From an optimization exercise on the open Yosys and OpenROAD flow, aimed at small area; shortcuts taken in it are not production practice. In this exercise RTL edits were held to simulation tests only and were not proved equivalent to the original. The flow treats the clock pin as an ideal source. Dropping or thinning the clock tree relies on that and would not hold on a real chip. Power and IR drop assume default switching activity.

==> module uart_rx, before the edit <==
module uart_rx (
  input clk,
  input rx_clk,
  input rx_start,
  input rst,
  input rx,
  input [3:0] length,
  input parity_type,
  input parity_en,
  input stop2,
  output reg [7:0] rx_out,
  output rx_done,
  output reg rx_error
);
  localparam [2:0] idle             = 3'd0,
                   start_bit        = 3'd1,
                   check_parity     = 3'd3,
                   check_first_stop = 3'd4,
                   check_sec_stop   = 3'd5,
                   done             = 3'd6;
  reg [7:0] datard;
  reg [3:0] count;
  reg in_data;
  reg [2:0] st;
  reg [1:0] bc_hi;
  reg rx_par;
  wire [4:0] bit_count = {bc_hi, st};
  wire [4:0] last = {2'b00, 1'b1, length[1:0] - 2'd1};
  wire [7:0] mask = 8'hff >> (2'd0 - length[1:0]);
  wire c7 = (count == 4'd7);
  wire c15 = (count == 4'd15);
  always @(posedge clk or posedge rst) begin
    if(rst) begin
      in_data <= 1'b0;
      st <= idle;
      rx_error <= 1'b0;
      rx_out <= 8'd0;
    end
    else if(rx_clk) begin
      if (in_data) begin
        if (c15) begin
          if (bit_count == last) begin
            rx_out <= datard & mask;
            in_data <= 1'b0;
            st <= parity_en ? check_parity : check_first_stop;
          end
          else
            st <= st + 3'd1;
        end
      end
      else begin
        case(st)
          idle : begin
            rx_error <= 1'b0;
            if(rx_start && !rx)
              st <= start_bit;
          end
          start_bit : begin
            if(c7 && rx) begin
              st <= idle;
              rx_error <= 1'b1;
            end
            else if(c15) begin
              in_data <= 1'b1;
              st <= 3'd0;
            end
          end
          check_parity : begin
            if(c7)
              rx_error <= rx ^ rx_par ^ ~parity_type;
            else if(c15)
              st <= check_first_stop;
          end
          check_first_stop : begin
            if(c7)
              rx_error <= !rx;
            else if (c15) begin
              rx_error <= 1'b0;
              st <= stop2 ? check_sec_stop : done;
            end
          end
          check_sec_stop : begin
            if(c7)
              rx_error <= !rx;
            else if (c15) begin
              rx_error <= 1'b0;
              st <= done;
            end
          end
          done : begin
            rx_error <= 1'b0;
            st <= idle;
          end
          default : st <= idle;
        endcase
      end
    end
  end
  assign rx_done = !in_data && (st == done);
  always @(posedge clk) begin
    bc_hi <= {2{in_data}} & (bc_hi + {1'b0, rx_clk && c15 && st == 3'd7});
  end
  always @(posedge clk) begin
    if(rx_clk && in_data && c7)
      rx_par <= (st == 3'd0) ? rx : rx_par ^ rx;
  end
  wire [7:0] datard_we = {7'd0, rx_clk && in_data && c7} << st;
  integer i;
  always @(posedge clk) begin
    for (i = 0; i < 8; i = i + 1)
      if (datard_we[i])
        datard[i] <= rx;
  end
  always @(posedge clk) begin
    if (!in_data && st == idle)
      count <= 4'd0;
    else
      count <= count + {3'd0, rx_clk};
  end
endmodule
clock: 20.0 ns
lec_check: 0
cap_margin: 0
core_margin: 2
core_utilization: 40
gpl_timing_driven: 0
slew_margin: 0
standard.sh (not shown) runs the stock make flow with config.mk's settings and CLKGATE_MAP_FILE= SYNTH_SCRIPT=/design/flow/synth_recipe.tcl, a recipe that flattens the netlist after the stock synthesis.
==> flow/flow/run.sh <==
#!/bin/bash
# Own layout flow: the standard synthesis; its combinational logic re-mapped
# for area with several ABC scripts, keeping the flip-flops as they are, and
# the smallest result kept; then the standard ORFS steps with buf_1 port
# buffers and, after CTS, a clock tree of a few buffers fed by the clock port.
# Every tool writes its full output to a log file of its own here.
set -euo pipefail
W=$(pwd)
R=$W/orfs/results/$FLOW_PLATFORM/uart_top/base
LIB=$FLOW_HOME/platforms/$FLOW_PLATFORM/lib/sky130_fd_sc_hd__tt_025C_1v80.lib

# 1. standard synthesis
bash standard.sh synth > $W/log_1_synth_std.log 2>&1

# 2. re-map the combinational logic for area, several scripts in parallel
cp $R/1_2_yosys.v $W/synth_std.v
DU=$(grep -A40 '^export DONT_USE_CELLS' $FLOW_HOME/platforms/$FLOW_PLATFORM/config.mk | grep -o 'sky130_fd_sc_hd__[a-z0-9_]*' | tr '\n' ' ')
export REMAP_IN=$W/synth_std.v REMAP_LIB=$LIB REMAP_DONT_USE="$DU" W
remap_one() {
  n=$(basename $1 .abc)
  REMAP_OUT=$W/remap_$n.v REMAP_ABC=$1 yosys -c $W/flow/remap.tcl > $W/log_2_remap_$n.log 2>&1 || true
}
export -f remap_one
ls $W/flow/abc_*.abc | xargs -P ${NUM_CORES:-4} -I{} bash -c 'remap_one {}'
best=""
besta=""
for s in $W/flow/abc_*.abc; do
  n=$(basename $s .abc)
  [[ -f $W/remap_$n.v.stat ]] || continue
  # only netlists made of library cells alone
  if grep -q "Area for cell type" $W/remap_$n.v.stat; then echo "$n rejected" >> $W/remap_areas.txt; continue; fi
  a=$(grep "Chip area for module" $W/remap_$n.v.stat | awk '{print $NF}')
  echo "$n $a" >> $W/remap_areas.txt
  if [[ -z "$best" ]] || awk -v a=$a -v b=$besta 'BEGIN{exit !(a<b)}'; then best=$n; besta=$a; fi
done
echo "best $best $besta" >> $W/remap_areas.txt
cp $W/remap_$best.v $R/1_2_yosys.v
rm -f $R/1_synth.odb $R/1_synth.sdc
bash standard.sh synth > $W/log_3_synth_odb.log 2>&1

# 3. the rest of the standard flow
export BUFFER_PORTS_ARGS="-buffer_cell sky130_fd_sc_hd__buf_1"
export CTS_ARGS="-sink_clustering_enable -repair_clock_nets -dont_use_dummy_load"
export POST_CTS_TCL=$W/flow/cts_post.tcl
export CLK_GROUPS=4
export CLK_BUF=sky130_fd_sc_hd__clkbuf_8
export CLK_SLEW_UPSIZE=0.110
export CLK_BUF_BIG=sky130_fd_sc_hd__buf_12
bash standard.sh > $W/log_4_layout.log 2>&1
Other scripts of this flow, unchanged in this note and not shown: flow/flow/abc_a1f.abc, flow/flow/abc_a2f.abc, flow/flow/abc_a5f.abc, flow/flow/abc_a6f.abc, flow/flow/abc_a7f.abc, flow/flow/abc_a8f.abc, flow/flow/abc_c12.abc, flow/flow/abc_c13.abc, flow/flow/abc_n1.abc, flow/flow/abc_n1f.abc, flow/flow/abc_n4.abc, flow/flow/abc_n4f.abc, flow/flow/cts_post.tcl, flow/flow/remap.tcl
Next try:
--- a/flow/design.v
+++ b/flow/design.v
@@ -172,9 +172,9 @@
   reg [1:0] bc_hi;
   reg rx_par;
   wire [4:0] bit_count = {bc_hi, st};
   wire [4:0] last = {2'b00, 1'b1, length[1:0] - 2'd1};
-  wire [7:0] mask = 8'hff >> (2'd0 - length[1:0]);
+  wire [7:0] mask = {length[1:0] == 2'b00, length[1] ~^ length[0], length[1:0] != 2'b01, 5'b11111};
   wire c7 = (count == 4'd7);
   wire c15 = (count == 4'd15);
   always @(posedge clk or posedge rst) begin
     if(rst) begin
Maximum frequency shrinks by a little under a tenth.
Final cell count is about the same.
Setup slack is worse by 0.50 ns.
Power fell slightly.
Sequential power hardly moves.
Worst hold slack got worse by 0.016 ns.
Final area barely changes.
Utilization is about the same.
Area after synthesis hardly moves.
Die area stays flat.
Via count increases slightly.
Wire length went down by a few percent.
Sequential cell count stays the same.
In every run of this note, the design's own scripts or RTL, not TritonCTS, make the clock network.

-- re-timing with driven ports --
In the flow no input, the clock included, has a driving cell. The finished layouts below were timed again as built, in two steps.
Step 1, drivers: a clkbuf_16 drives clk and a buf_2 each remaining input, both assumed.
Step 2, shift: input delay + t, output delay - t, t = (earliest + latest rising clock arrival at the registers) / 2. This alone moves slack from input paths to output paths.
a / b / c = ideal / step 1 / step 2; a / b = the first two.
run	t, ns	slack for setup (ns)	worst hold slack (ns)
the first run	0.220	14.326 / 14.361 / 14.142	0.465 / 0.465 / 0.465
the second run	0.217	13.821 / 13.849 / 13.631	0.448 / 0.448 / 0.448
After both steps every run listed still meets setup and hold. The setup slack of the second run, which loses most, moves by +0.028 ns with the drivers and by -0.190 ns with both steps.
